Source: an optimization exercise on an open RTL-to-GDS flow (aim: small area). Production flows keep margins and buffers that such runs may drop. Function was checked by simulation only, so behaviour that the tests miss may differ from the original. In run 2 the design's own scripts or RTL, not TritonCTS, make the clock network. The clock port is modelled as an ideal driver, which makes a skipped or thinned clock tree look cheaper than it is; a real chip needs a root buffer or a tree. No activity file was given, so power comes from the tool's default toggle rates.

--- design.v ---
`timescale 1ns/100ps
module cmd_server(
    input               SYS_CLK,
    input               SYS_RST,
    input               PULSE_2KHZ,
    input       [31:0]  OPB_DI,
    output      [31:0]  OPB_DO,
    output      [31:0]  OPB_ADDR,
    output              OPB_RE,
    output              OPB_WE,
    output              UART_TXD,
    input               UART_RXD
);
    reg  [4:0]  c_lo;
    reg  [4:0]  c_hi;
    wire        lo_end  = &c_lo;
    wire        hi_last = c_hi[4] & c_hi[3] & c_hi[1];      
    wire        bit_end = lo_end & hi_last;
    always @(posedge SYS_CLK or posedge SYS_RST) begin
        if (SYS_RST) begin
            c_lo <= 5'd0;
            c_hi <= 5'd0;
        end else begin
            c_lo <= c_lo + 5'd1;
            if (lo_end)
                c_hi <= hi_last ? 5'd0 : c_hi + 5'd1;
        end
    end
    reg         pulse_q;
    always @(posedge SYS_CLK)
        pulse_q <= PULSE_2KHZ;
    wire        tick = PULSE_2KHZ & ~pulse_q;
    reg  [3:0]  rx_ph_r;    
    wire  [3:0]  rx_ph = rx_ph_r ^ 4'd14;
    reg  [3:0]  rx_byte_r;    
    wire  [3:0]  rx_byte = rx_byte_r ^ 4'd15;
    reg         rx_sel;
    reg         typ;             
    reg  [7:0]  tcnt;            
    wire        rx_idle  = rx_ph[3] & rx_ph[2] & ~rx_ph[0];     
    wire        rx_data  = ~rx_ph[3];
    wire        win      = (c_hi[3:0] == 4'd5) & (c_hi[4] ^ rx_sel);    
    wire        win_end  = win & lo_end;
    wire        in_hdr   = rx_byte[3] & rx_byte[1] & rx_byte[0];    
    wire        in_tail  = rx_byte[3] & ~rx_byte[2];                
    wire [7:0]  HDR      = 8'h5A;
    wire        mism     = (rx_ph[2:0] == 3'd0) ? (in_tail & (UART_RXD == typ))
                                                : (UART_RXD ^ HDR[rx_ph[2:0]] ^ in_tail);
    wire        chk_bad  = win_end & rx_data & (in_hdr | in_tail) & mism;
    wire        byte_end = win_end & (rx_ph == 4'd7);
    wire        tmo      = (tcnt == 8'd11);     
    wire        fire     = byte_end & in_tail & ~mism;
    always @(posedge SYS_CLK or posedge SYS_RST) begin
        if (SYS_RST) begin
            rx_ph_r   <= 4'd0;
            rx_byte_r <= 4'd0;
        end else begin
            if (rx_idle) begin
                if (!UART_RXD)
                    rx_ph_r <= 4'd1;
            end else if (win_end) begin
                rx_ph_r <= ((rx_ph[3] & ~rx_ph[2]) ? 4'd14 : rx_ph + 4'd1) ^ 4'd14;    
            end
            if (tmo)
                rx_byte_r <= 4'd0;
            else if (byte_end) begin
                if (in_hdr)
                    rx_byte_r <= (mism ? 4'd14 : 4'd0) ^ 4'd15;
                else if (in_tail || rx_byte == 4'd13)
                    rx_byte_r <= 4'd0;
                else if (!rx_byte[3])
                    rx_byte_r <= (rx_byte + 4'd1) ^ 4'd15;
            end else if (chk_bad) begin
                rx_byte_r <= (in_hdr ? 4'd14 : 4'd13) ^ 4'd15;
            end
        end
    end
    always @(posedge SYS_CLK) begin
        if (rx_idle && !UART_RXD)
            rx_sel <= c_hi[4];
        if (win_end && in_hdr && rx_ph == 4'd0)
            typ <= UART_RXD;
        if (in_hdr)
            tcnt <= 8'd0;
        else if (tick)
            tcnt <= {tcnt[6:0], ~(tcnt[7] ^ tcnt[5] ^ tcnt[4] ^ tcnt[3])};
    end
    assign OPB_WE = fire & ~typ;
    assign OPB_RE = fire & typ;
    reg         re_d;
    always @(posedge SYS_CLK)
        re_d <= OPB_RE;
    reg  [3:0]  tx_byte_r;    
    wire  [3:0]  tx_byte = tx_byte_r ^ 4'd9;
    reg  [3:0]  tx_ph_r;    
    wire  [3:0]  tx_ph = tx_ph_r ^ 4'd15;
    reg  [31:0] ra;
    reg  [31:0] rd;
    wire [4:0]  j   = in_hdr ? {tx_byte[1:0], tx_ph[2:0]} : {rx_byte[1:0], rx_ph[2:0]};
    wire        jm  = (c_lo == j);
    wire        wr  = win & jm & rx_data & ~rx_byte[3];
    wire [31:0] a_out;
    wire [31:0] d_out;
    wire [31:0] di_ring;
    genvar g;
    generate
        for (g = 0; g < 32; g = g + 1) begin : map
            localparam integer JO = (62 - g) % 32;
            localparam integer JL = (32 - g) % 32;
            assign a_out[8 * (3 - JO / 8) + JO % 8]   = ra[g];
            assign d_out[8 * (3 - JO / 8) + JO % 8]   = rd[g];
            assign di_ring[g] = OPB_DI[8 * (3 - JL / 8) + JL % 8];
        end
    endgenerate
    assign OPB_ADDR = a_out;
    assign OPB_DO   = d_out;
    always @(posedge SYS_CLK) begin
        ra <= {ra[30:0], (wr & ~rx_byte[2]) ? UART_RXD : ra[31]};
        rd <= {rd[30:0], (wr & rx_byte[2]) ? (UART_RXD & ~typ) : rd[31]} | (di_ring & {32{re_d}});
    end
    reg  [8:0]  pcnt_r;    
    wire  [8:0]  pcnt = pcnt_r ^ 9'd358;
    reg         ping_mode_r;         
    wire         ping_mode = ~ping_mode_r;
    reg         ping_pend;
    reg         ans_pend;
    wire        ptrig    = (pcnt == 9'd33);
    wire        ping_due = tick & ping_mode & ptrig;
    always @(posedge SYS_CLK or posedge SYS_RST) begin
        if (SYS_RST) begin
            pcnt_r      <= 9'd0;
            ping_mode_r <= 1'b0;
        end else begin
            if (tick)
                pcnt_r <= (ptrig ? 9'd0 : {pcnt[7:0], ~(pcnt[8] ^ pcnt[4])}) ^ 9'd358;
            if (fire)
                ping_mode_r <= 1'b1;
        end
    end
    reg         txd;
    reg         pf;
    wire        tx_idle = tx_byte[3] & ~tx_byte[2] & tx_byte[0];    
    wire [2:0]  k       = tx_ph[2:0];
    wire        eff_typ = typ & ~ping_pend;
    wire [7:0]  TAIL    = 8'hA5;
    reg  [7:0]  ping_b;
    always @(*) begin
        case (tx_byte[2:0])
            3'd0:    ping_b = 8'hAA;
            3'd1:    ping_b = 8'hBB;
            3'd2:    ping_b = 8'hCC;
            3'd3:    ping_b = 8'hDD;
            3'd4:    ping_b = 8'h11;
            3'd5:    ping_b = 8'h22;
            3'd6:    ping_b = 8'h33;
            default: ping_b = 8'h44;
        endcase
    end
    wire        hbit = (k == 3'd0) ? eff_typ : (k[0] ^ k[2]);
    wire        dbit = tx_byte[3] ? (hbit ^ ~tx_byte[0]) : ping_pend ? ping_b[k] : pf;
    wire        nbit = tx_ph[3] ? ~tx_ph[0] : dbit;      
    always @(posedge SYS_CLK)
        if (jm)
            pf <= tx_byte[2] ? rd[31] : ra[31];
    always @(posedge SYS_CLK or posedge SYS_RST) begin
        if (SYS_RST) begin
            tx_byte_r   <= 4'd0;
            tx_ph_r     <= 4'd0;
            txd       <= 1'b1;
            ping_pend <= 1'b0;
            ans_pend  <= 1'b0;
        end else begin
            if (ping_due)
                ping_pend <= 1'b1;
            if (fire)
                ans_pend <= 1'b1;
            if (bit_end) begin
                if (tx_idle) begin
                    if (ping_pend || ans_pend) begin
                        tx_byte_r <= 4'd6;
                        if (!ping_pend)
                            ans_pend <= 1'b0;
                    end
                end else begin
                    txd <= nbit;
                    if (tx_ph[3] & ~tx_ph[0]) begin
                        tx_ph_r   <= 4'd0;
                        tx_byte_r <= (tx_byte + 4'd1) ^ 4'd9;      
                        if (tx_byte[3] & ~tx_byte[0])
                            ping_pend <= 1'b0;
                    end else begin
                        tx_ph_r <= (tx_ph + 4'd1) ^ 4'd15;
                    end
                end
            end
        end
    end
    assign UART_TXD = txd;
endmodule
--- standard.sh ---
#!/bin/bash
# synth_recipe.tcl (not shown) runs the flow's synth.tcl, then flattens the netlist and writes it again
# the make line also repeats each setting of config.mk as NAME=value (left out here)
make -C /OpenROAD-flow-scripts/flow DESIGN_CONFIG=/design/flow/config.mk WORK_HOME=/design/flow/orfs CLKGATE_MAP_FILE= SYNTH_SCRIPT=/design/flow/synth_recipe.tcl "${@:-finish}"
--- constraint.sdc ---
create_clock -name core_clock -period 10.0 [get_ports {SYS_CLK}]
set_input_delay 2.0000 -clock core_clock [delete_from_list [all_inputs] [get_ports {SYS_CLK}]]
set_output_delay 2.0000 -clock core_clock [all_outputs]
set_load 0.01 [all_outputs]
--- flow/run.sh ---
#!/bin/bash
# Own layout flow: the standard flow (standard.sh) with
# - synthesis: synth_recipe.tcl unchanged, but its abc technology mapping runs the area-oriented
#   script flow/area.abc (abc_wrap.tcl), and adders are left to abc instead of being mapped to
#   half/full adder cells first (ADDER_MAP_FILE empty); registers are mapped before abc and
#   are the same as the standard synthesis's;
# - port buffers of the smallest buffer cell (buf_1) instead of the default pick;
# - a clock tree of clkbuf_4 buffers without dummy loads.
# Each tool's full output is in the ORFS logs under orfs/logs; make's own output in flow_make.log.
set -euo pipefail
cat flow/abc_wrap.tcl synth_recipe.tcl > area_synth.tcl
export AREA_ABC_SCRIPT="$PWD/flow/area.abc"
bash standard.sh \
  "SYNTH_SCRIPT=$PWD/area_synth.tcl" \
  "ADDER_MAP_FILE=" \
  "BUFFER_PORTS_ARGS=-buffer_cell sky130_fd_sc_hd__buf_1" \
  "CTS_ARGS=-sink_clustering_enable -repair_clock_nets -buf_list sky130_fd_sc_hd__clkbuf_4 -dont_use_dummy_load" \
  finish > flow_make.log 2>&1
--- flow/area.abc ---
&get -n
&st
&deepsyn -T 30
&put
dch -f
amap -F 2
topo
--- flow/abc_wrap.tcl ---
# Put before synth_recipe.tcl: the synthesis's technology mapping (abc) uses the area-oriented
# script flow/area.abc instead of ORFS's delay-oriented one. Everything else is the standard
# synthesis: the registers are mapped (dfflibmap) before abc, so they are the same.
proc abc {args} {
  set i [lsearch -exact $args -script]
  if { $i >= 0 } { lset args [expr { $i + 1 }] $::env(AREA_ABC_SCRIPT) }
  yosys abc {*}$args
}
--- config.mk ---
export PLATFORM = sky130hd
export DESIGN_NAME = cmd_server
export DESIGN_NICKNAME = cmd_server
export VERILOG_FILES = /design/flow/design.v
export SDC_FILE = /design/flow/constraint.sdc
export NUM_CORES = 4
export LEC_CHECK = 0
export CAP_MARGIN = 20
export CORE_MARGIN = 2
export CORE_UTILIZATION = 70
export SLEW_MARGIN = 20
==> results.txt, run 1 <==
status=no timing/DRC/antenna violations; Max Cap Violations=0; CTS tree=done; CP required=8.00 ns; core area=5470 um^2; Tmin final=5.64 ns; post-CTS setup buffers=0; DR vias/cell=between 5 and 6; worst reg2reg path depth=17; DP Wirelength=6.39 mm; drt wl/cell=14.8 um; drt drc=0; Vias=roughly 3200; initial core utilization=between 70% and 80%; P per Cell Area=175 nW/um^2; Switching Share=25.5%; largest net degree at the start of global routing=40; crit-path max FO=5; clk sinks=116; Mapped Cells=385; clock buffer depth=2; CTS resizes=0; Reg power frac=roughly 63%; clock tree root driver cell=clkbuf_4; grt total ovfl=0; grt met2 use=between 40% and 50%; max frequency=0.177 GHz; Yosys top cell area share=around 38%; Synth warnings=1; die height=78.9 um; ys flop type=dfxtp_1; Crit-path slowest cell=or3_1; Setup WS pre-CTS=about 4.9 ns; total global-route track usage=29.7%; fin crit share=56.4%; relative max-transition margin=45.5%; Routed WL=8.53 mm; HP Class=flip-flop to flip-flop; Data arrival, critical path=between 3 and 4 ns; GR Util met3=9.66%; Syn Area/Cell=10.2 um^2; final setup fails=0; switching power=about 200 uW; cts bufs inserted=17; Inserted Diodes=0; flops & latches, synth=116; worst r2r dst=rx_byte_r[1]$_DFFE_PP0P_; GR Util met1=34.7%; Final Hold Viols=0; final worst slack=around 4.4 ns; async set-reset flop share out of synthesis=33.6%; most frequent cell after synthesis=dfxtp_1; dominant cell type by area after synthesis=dfxtp_1; number of fill cells=328; vias in the first global route=3130; synthesized area=3930 um^2; CP Capture Type=primary output; overall power=796 uW; I/O Buffers=between 100 and 150; synth unique cells=34; worst path cell trace=clkinv_1 > nor2_1 > clkinv_1 > nor2_1 > clkinv_1 > nor2_1 > clkinv_1 > or3_1 > nor2_1 > nand2_1 > nor2_1 > nand2_1 > nor2_1 > nand3_1 > nor2_1 > buf_1; top post-synthesis cells by count=dfxtp_1 (74), clkinv_1 (59), nor2_1 (51); WHS Path Cells=0; Die Span X=slightly below 80 um; Pins Over Slew Limit=0; antenna violations before repair=0; Post-synth EDFFs=3; clock share of power=between 20 and 30%; layout cells sized above 1=slightly above 4%; clk slew on worst S/H paths=0.12 ns; Mapped Nets=421; Die ar.=6230 um^2; Top cell by count, worst path=nor2_1; P_int=slightly below 600 uW; worst vdd ir=0.155 mV; row cnt=27; WP buf/inv=5; clock latency (worst-skew pair)=0.50 ns; r2r setup slk=6.52 ns; gpl congestion=0.922; synth-to-layout area growth=15.7%; Slowest Stage Delay on Critical Path=0.40 ns; combinational share of power=9.9%; ranking of synthesized cells by area=dfxtp_1 (38%), dfrtp_1 (24%), a21o_1 (5.9%), clkinv_1 (5.6%), nor2_1 (4.9%); TNS Setup=0 ns; busiest grt layer=met2; unrepaired setup endpoints after global routing=false; Layout Skew=0.0482 ns; first-pass GRT wire length=13.9 mm; Routed Antenna Nets=0; P_leak=2.01 nW; worst r2r src=c_lo[0]$_DFF_PP0_; DRT Pass-1 Iters=5; Crit Path Category=flip-flop to primary output; Hold EP=ra[6]$_DFF_P_; crit start category=flip-flop; DR iter-0 viols=between 150 and 200; Seq/Total Area, Yosys=between 60 and 70%; placed cell area=approximately 4400 um^2; Slew @ Worst Pin=0.812 ns; H-Tree Level Count=4; CTS Hold Bufs=0; kind of cell adding the most delay to the critical path=simple AND/OR/NAND/NOR gates; Design Area, Final=4540 um^2; hold_sp=ra[5]$_DFF_P_; Top Ports=103; Final nets=544
-- layout by cell type (no fill, tap or decap), types with 4 or more instances in the layout --
master,instances
clkinv_1,59
o22ai_1,17
dfxtp_1,73
o21ai_0,20
buf_1,102
nand2_1,16
nand3_1,4
a22oi_1,4
clkbuf_4,17
a21oi_1,21
nor2_1,51
nor3_1,12
dfrtp_1,38
a21o_1,31
-- cell families (layout without fill, tap and decap cells) --
group                  count (synthesis)  after routing  synth area share, %
flip-flops                           116            116                 64.9
AO/OA/AOI/OAI                        114            114                 18.9
AND/OR/NAND/NOR                       95             95                 10.4
buffers and inverters                 59            180                 5.64
XOR/XNOR                               1              1                0.223
-- flip-flops by register name, indices dropped and copies added (netlist names), 5 cells and up --
name,flops
pcnt_r,9
ra,32
rd,32
c_lo,5
c_hi,5
tcnt,8
-- how the worst max path moves through the flow --
stage	from	end	slack, ns	cells past startpoint
floorplan	c_lo[1]$_DFF_PP0_	OPB_RE	5.45	15
global placement	c_lo[0]$_DFF_PP0_	OPB_RE	5.05	16
detailed placement	c_lo[0]$_DFF_PP0_	OPB_RE	4.87	16
CTS	c_lo[0]$_DFF_PP0_	OPB_RE	4.34	16
global route	c_lo[1]$_DFF_PP0_	OPB_RE	3.90	16
finish	c_lo[0]$_DFF_PP0_	OPB_RE	4.36	16
-- layout make-up --
class	instances	area (um^2)	area share, %
clock buffers	17	128	2.81
inverters	59	221	4.87
multi-input cells	210	1160	25.5
flip-flops and latches	116	2550	56.1
well taps	72	90.1	1.98
repair buffers	104	398	8.76
-- per-layer routing --
layer  wire length (um)  part of all wire (%)
met5                  0                     0
met4                210                   2.5
met3                643                   7.5
met2               4270                    50
met1               3410                    40
-- power groups by stage --
| stage | clock network [mW] | registers, mW | logic, mW |
|---|---|---|---|
| floorplan | 0 | 0.508 | 0.0555 |
| global placement | 0 | 0.511 | 0.0728 |
| detailed placement | 0 | 0.512 | 0.0773 |
| CTS | 0.220 | 0.502 | 0.0775 |
| global route | 0.238 | 0.504 | 0.0878 |
| finish | 0.215 | 0.502 | 0.0791 |
-- through the flow --
stage / instances / utilization, % / hold slack (ns)
after global routing: 578 / 83.0 / 0.334
final: 578 / 83.0 / 0.332
after floorplan: 385 / - / 0.382
after global placement: 561 / 80.7 / 0.332
after detailed placement: 561 / 80.7 / 0.336
after CTS: 578 / 83.0 / 0.328
==> inputs of run 2 (changes only) <==
--- a/flow/run.sh
+++ b/flow/run.sh
@@ -7,3 +7,5 @@
 # - port buffers of the smallest buffer cell (buf_1) instead of the default pick;
-# - a clock tree of clkbuf_4 buffers without dummy loads.
+# - a flat clock tree: after clock_tree_synthesis, flow/rebuild_cts.tcl (the POST_CTS_TCL hook)
+#   replaces its tree by 4 clkbuf_16 buffers fed by the clock port, each driving one cluster of
+#   registers.
 # Each tool's full output is in the ORFS logs under orfs/logs; make's own output in flow_make.log.
@@ -12,2 +14,5 @@
 export AREA_ABC_SCRIPT="$PWD/flow/area.abc"
+export POST_CTS_TCL="$PWD/flow/rebuild_cts.tcl"
+export CTS_LEAVES=4
+export CTS_LEAF_CELL=sky130_fd_sc_hd__clkbuf_16
 bash standard.sh \
==> flow/area.abc (replaced) <==
&get -n
&st
&deepsyn -T 90
&put
dch -f
amap -F 2
topo
==> flow/rebuild_cts.tcl (new file) <==
set cts_leaves 4
if { [info exists ::env(CTS_LEAVES)] } { set cts_leaves $::env(CTS_LEAVES) }
set cts_leaf_cell sky130_fd_sc_hd__clkbuf_8
if { [info exists ::env(CTS_LEAF_CELL)] } { set cts_leaf_cell $::env(CTS_LEAF_CELL) }

set cts_root_cell ""
if { [info exists ::env(CTS_ROOT_CELL)] } { set cts_root_cell $::env(CTS_ROOT_CELL) }
set block [ord::get_db_block]
set db [ord::get_db]
set clk_port_net [$block findNet SYS_CLK]

if { $cts_root_cell eq "" && $cts_leaves > 4 } { error "rebuild_cts: the clock port may drive at most 4 cells" }
# every clock-tree buffer reachable from the clock port
set tree_insts {}
set sinks {}
set frontier [list $clk_port_net]
while { [llength $frontier] > 0 } {
  set net [lindex $frontier 0]
  set frontier [lrange $frontier 1 end]
  foreach it [$net getITerms] {
    if { [$it isOutputSignal] } { continue }
    set inst [$it getInst]
    set mname [[$inst getMaster] getName]
    if { [string match "sky130_fd_sc_hd__clkinv*" $mname] || [string match "sky130_fd_sc_hd__inv*" $mname] } {
      error "rebuild_cts: an inverter ([$inst getName]) in the clock tree"
    }
    if { [string match "sky130_fd_sc_hd__clkbuf_*" $mname] || [string match "sky130_fd_sc_hd__buf_*" $mname] } {
      lappend tree_insts $inst
      foreach o [$inst getITerms] {
        if { [$o isOutputSignal] && [$o getNet] ne "NULL" } { lappend frontier [$o getNet] }
      }
    } else {
      lappend sinks $it
    }
  }
}
puts "rebuild_cts: [llength $tree_insts] tree cells, [llength $sinks] sinks"

# detach sinks, remove the old tree
foreach it $sinks { $it disconnect }
foreach inst $tree_insts {
  foreach o [$inst getITerms] {
    set n [$o getNet]
    if { [$o isOutputSignal] && $n ne "NULL" } {
      $o disconnect
      odb::dbNet_destroy $n
    } elseif { $n ne "NULL" } {
      $o disconnect
    }
  }
  odb::dbInst_destroy $inst
}

# sink locations
set pts {}
foreach it $sinks {
  set bb [[$it getInst] getBBox]
  lappend pts [list [expr {([$bb xMin] + [$bb xMax]) / 2}] [expr {([$bb yMin] + [$bb yMax]) / 2}]]
}
set n [llength $pts]

# k-means, seeded with sinks spread along x then y
set cents {}
set sorted [lsort -integer -index 0 $pts]
for { set k 0 } { $k < $cts_leaves } { incr k } {
  lappend cents [lindex $sorted [expr { ($n * (2 * $k + 1)) / (2 * $cts_leaves) }]]
}
set assign [lrepeat $n 0]
for { set iter 0 } { $iter < 50 } { incr iter } {
  set newassign {}
  foreach p $pts {
    set best 0
    set bestd -1
    for { set k 0 } { $k < $cts_leaves } { incr k } {
      set c [lindex $cents $k]
      set dx [expr { [lindex $p 0] - [lindex $c 0] }]
      set dy [expr { [lindex $p 1] - [lindex $c 1] }]
      set d [expr { $dx * $dx + $dy * $dy }]
      if { $bestd < 0 || $d < $bestd } { set bestd $d; set best $k }
    }
    lappend newassign $best
  }
  set assign $newassign
  set newcents {}
  for { set k 0 } { $k < $cts_leaves } { incr k } {
    set sx 0; set sy 0; set cnt 0
    foreach p $pts a $assign {
      if { $a == $k } { incr sx [lindex $p 0]; incr sy [lindex $p 1]; incr cnt }
    }
    if { $cnt > 0 } {
      lappend newcents [list [expr { $sx / $cnt }] [expr { $sy / $cnt }]]
    } else {
      lappend newcents [lindex $cents $k]
    }
  }
  set cents $newcents
}

set leaf_src_net $clk_port_net
if { $cts_root_cell ne "" } {
  set rinst [odb::dbInst_create $block [$db findMaster $cts_root_cell] "clkbuf_root"]
  set leaf_src_net [odb::dbNet_create $block "clknet_root"]
  $leaf_src_net setSigType CLOCK
  [$rinst findITerm A] connect $clk_port_net
  [$rinst findITerm X] connect $leaf_src_net
  set sx 0; set sy 0
  foreach c $cents { incr sx [lindex $c 0]; incr sy [lindex $c 1] }
  $rinst setLocation [expr { $sx / $cts_leaves }] [expr { $sy / $cts_leaves }]
  $rinst setPlacementStatus PLACED
}
set master [$db findMaster $cts_leaf_cell]
for { set k 0 } { $k < $cts_leaves } { incr k } {
  set inst [odb::dbInst_create $block $master "clkbuf_leaf_$k"]
  set net [odb::dbNet_create $block "clknet_leaf_$k"]
  $net setSigType CLOCK
  [$inst findITerm A] connect $leaf_src_net
  [$inst findITerm X] connect $net
  set c [lindex $cents $k]
  $inst setLocation [lindex $c 0] [lindex $c 1]
  $inst setPlacementStatus PLACED
  set cnt 0
  foreach it $sinks a $assign {
    if { $a == $k } { $it connect $net; incr cnt }
  }
  puts "rebuild_cts: leaf $k at $c drives $cnt sinks"
}

detailed_placement
check_placement -verbose
estimate_parasitics -placement
report_clock_skew
report_worst_slack -min
report_worst_slack -max
set worst_clk_slew 0
foreach pin [get_pins -hierarchical */CLK] {
  set s [expr { max([get_property $pin slew_max_rise], [get_property $pin slew_max_fall]) }]
  if { $s > $worst_clk_slew } { set worst_clk_slew $s }
}
puts "rebuild_cts: worst register clock pin slew (placement estimate) $worst_clk_slew"
==> run 2 against run 1 <==
  * Global-route usage fell by 2.3 points
  * Combinational power grew 0.6%
  * Maximum frequency is 5.8% higher
  * Clock skew decreased by 0.019 ns
  * Largest power group unchanged
  * Sequential share of layout area grew 0.34 points
  * Utilization is 0.50 points lower
  * Flip-flop and latch count unchanged
  * Setup slack gained 0.31 ns
  * Synthesized cell count stayed put
  * Largest cell class unchanged
  * Sequential power about the same
  * Via count shrank 1.2%
  * Highest routed layer unchanged
  * Register-to-register slack gained 0.05 ns
==> results.txt, run 2 <==
status=no timing/DRC/antenna violations; kind of cell adding the most delay to the critical path=simple AND/OR/NAND/NOR gates; clock latency (worst-skew pair)=0.18 ns; post-synthesis compound-gate area fraction=a little under a fifth; DRT Pass-1 Iters=5; die height=78.9 um; Die ar.=6230 um^2; max frequency=about 0.19 GHz; drt drc=0; number of fill cells=325; P per Cell Area=169 nW/um^2; Crit-path slowest cell=or3_1; synth-to-layout area growth=15.0%; Syn Area/Cell=10.2 um^2; DP Wirelength=about 6.4 mm; ranking of synthesized cells by area=dfxtp_1 (38%), dfrtp_1 (24%), a21o_1 (5.9%), clkinv_1 (5.6%), nor2_1 (4.9%); Final nets=531; clk slew on worst S/H paths=0.09 ns; Top cell by count, worst path=nor2_1; Adder-Cell Fraction of Synth Area=0%; gpl congestion=0.922; TNS Setup=0 ns; fin crit share=53.4%; total global-route track usage=a little over a quarter; worst reg2reg path depth=17; Setup crit start=c_lo[0]$_DFF_PP0_; Yosys top cell area share=37.7%; relative max-transition margin=45.1%; row cnt=27; CP Capture Type=primary output; largest registers ranked by flip-flop count=ra (32), rd (32), pcnt_r (9); r2r setup slk=approximately 6.6 ns; most frequent cell after synthesis=dfxtp_1; Mapped Cells=385; most frequent cells in the layout=buf_1 (102), dfxtp_1 (73), clkinv_1 (59), nor2_1 (51), dfrtp_1 (38); crit start category=flip-flop; vias in the first global route=about 3000; Switching Share=22.9%; DR vias/cell=approximately 5.6; synthesized area=between 3000 and 4000 um^2; Post-synth EDFFs=3; mux contribution to synthesized area=0%; DR iter-0 viols=253; combinational share of power=10.4%; flops & latches, synth=116; Seq/Total Area, Yosys=roughly two thirds; CP required=8.00 ns; I/O Buffers=102; worst r2r src=c_lo[0]$_DFF_PP0_; worst path cell trace=clkinv_1 > nor2_1 > clkinv_1 > nor2_1 > clkinv_1 > nor2_1 > clkinv_1 > or3_1 > nor2_1 > nand2_1 > nor2_1 > nand2_1 > nor2_1 > nand3_1 > nor2_1 > buf_1; Post-Synth XOR/XNOR Area=less than 1%; clk sinks=116; Vias=between 3000 and 4000; Reg power frac=65.7%; layout cells sized above 1=approximately 1.6%; switching power=175 uW; Final Util=between 80% and 90%; async set-reset flop share out of synthesis=between 30% and 40%; unrepaired setup endpoints after global routing=false; top post-synthesis cells by count=dfxtp_1 (74), clkinv_1 (59), nor2_1 (51); Slew @ Worst Pin=0.817 ns; Synth warnings=1; Pins Over Slew Limit=0; Inserted Diodes=0; Crit Path Category=flip-flop to primary output; P_int=589 uW; final setup fails=0; grt total ovfl=0; Setup crit end=OPB_RE; P_leak=about 2.0 nW; Slowest Stage Delay on Critical Path=0.40 ns; Max Cap Violations=0; largest family of logic cells by synthesized area=compound AO/OA/AOI/OAI gates; core area=around 5500 um^2; Final Hold Viols=0; drt wl/cell=14.8 um; clock share of power=23.9%; crit-path max FO=5; WP buf/inv=5; Data arrival, critical path=3.34 ns; worst r2r dst=rx_byte_r[1]$_DFFE_PP0P_; dominant cell type by area after synthesis=dfxtp_1; Mapped Nets=421; initial core utilization=between 70% and 80%; synth unique cells=34; Tmin final=5.34 ns; first-pass GRT wire length=13.4 mm; largest net degree at the start of global routing=40; most common cell after layout, fill and taps aside=buf_1; Top Ports=103; Routed WL=8.35 mm; Routed Antenna Nets=0; Crit path depth=16; antenna violations before repair=0; worst vdd ir=0.165 mV; HP Class=flip-flop to flip-flop; ys flop type=dfxtp_1; simple logic cell fraction of the synthesized area=just over 10%; Layout Skew=roughly 0.029 ns; Die Span X=78.9 um
## run 2: cell counts after synthesis
Identical to the previous run, type by type.
## run 2: logic make-up (layout without fill, tap and decap cells)
| logic type | count (synthesis) | in the layout |
|---|---|---|
| compound gates | 114 | 114 |
| simple gates | 95 | 95 |
| buf+inv | 59 | 167 |
| flops | 116 | 116 |
| xor+xnor | 1 | 1 |
## run 2: through the flow
step / total power, mW / hold WS (ns) / instances / worst slack [ns] / cell area [um^2]
6_report: 0.764 / 0.358 / 565 / 4.66 / 4520
2_1_floorplan: 0.564 / 0.382 / 385 / 5.45 / 3930
3_3_place_gp: 0.584 / 0.332 / 561 / 5.05 / 4420
3_5_place_dp: 0.589 / 0.336 / 561 / 4.87 / 4420
5_1_grt: 0.789 / 0.363 / 565 / 4.26 / 4520
## run 2: power by group through the flow
stage               logic (mW)  clock network, mW  registers, mW
detailed placement      0.0773                  0          0.512
global route            0.0878              0.197          0.505
finish                  0.0796              0.182          0.502
floorplan               0.0555                  0          0.508
global placement        0.0728                  0          0.511
## run 2: worst min path at each step
stage | end | slack [ns] | startpoint | depth (start not counted)
floorplan | ra[10]$_DFF_P_ | 0.38 | ra[9]$_DFF_P_ | 0
detailed placement | ra[18]$_DFF_P_ | 0.34 | ra[17]$_DFF_P_ | 0
global placement | ra[31]$_DFF_P_ | 0.33 | ra[30]$_DFF_P_ | 0
finish | ra[28]$_DFF_P_ | 0.36 | ra[27]$_DFF_P_ | 0
global route | ra[11]$_DFF_P_ | 0.36 | ra[10]$_DFF_P_ | 0
## run 2: area by class of cell
| class | instances | area, um^2 | area share (%) |
|---|---|---|---|
| multi-input cells | 210 | 1160 | 25.6 |
| well taps | 72 | 90.1 | 1.99 |
| inverters | 59 | 221 | 4.90 |
| plain buffers | 4 | 100 | 2.22 |
| flip-flops and latches | 116 | 2550 | 56.5 |
| repair buffers | 104 | 398 | 8.81 |
## run 2: metal layers
| metal | share of wire, % | vias up | global-route usage (%) |
|---|---|---|---|
| li1 | - | 1547 | - |
| met1 | 41 | 1446 | 35.1 |
| met2 | 50 | 132 | 48.4 |
| met3 | 6.7 | 17 | 3.64 |
| met4 | 2.0 | 0 | 9.48 |
| met5 | 0 | - | 0 |
## run 2: worst register-to-register path: stages (launching register included)
cell	delay, ns
dfrtp_1	0.34
clkinv_1	0.13
nor2_1	0.17
clkinv_1	0.10
nor2_1	0.13
clkinv_1	0.09
nor2_1	0.14
clkinv_1	0.11
or3_1	0.40
nor2_1	0.20
nand2_1	0.12
nor2_1	0.28
nand2_1	0.16
nor3_1	0.34
clkinv_1	0.16
nor2_1	0.13
a311oi_1	0.07
a311oi_1	0.26

==> port drivers added, routing unchanged <==
The results above use ideal ports. As a check the final layouts listed here were re-extracted and re-timed, cells and wires unchanged. Step 1 (the two cells are an assumption about what drives the block):
set clk [get_ports {SYS_CLK}]
set_driving_cell -lib_cell sky130_fd_sc_hd__clkbuf_16 $clk
set_driving_cell -lib_cell sky130_fd_sc_hd__buf_2 [delete_from_list [all_inputs] $clk]
Step 2, shift: input delay + t, output delay - t, t = (earliest + latest rising clock arrival at the registers) / 2. This alone moves slack from input paths to output paths. a / b / c = no drivers / after step 1 / after step 2; a / b = the first two.
run | t, ns | slack for setup (ns) | worst data-port slew with drivers (ns)
run 1 | 0.506 | 4.357 / 4.329 / 4.835 | 0.04
run 2 | 0.242 | 4.665 / 4.588 / 4.830 | 0.05
After both steps setup and hold are still met in every run listed.
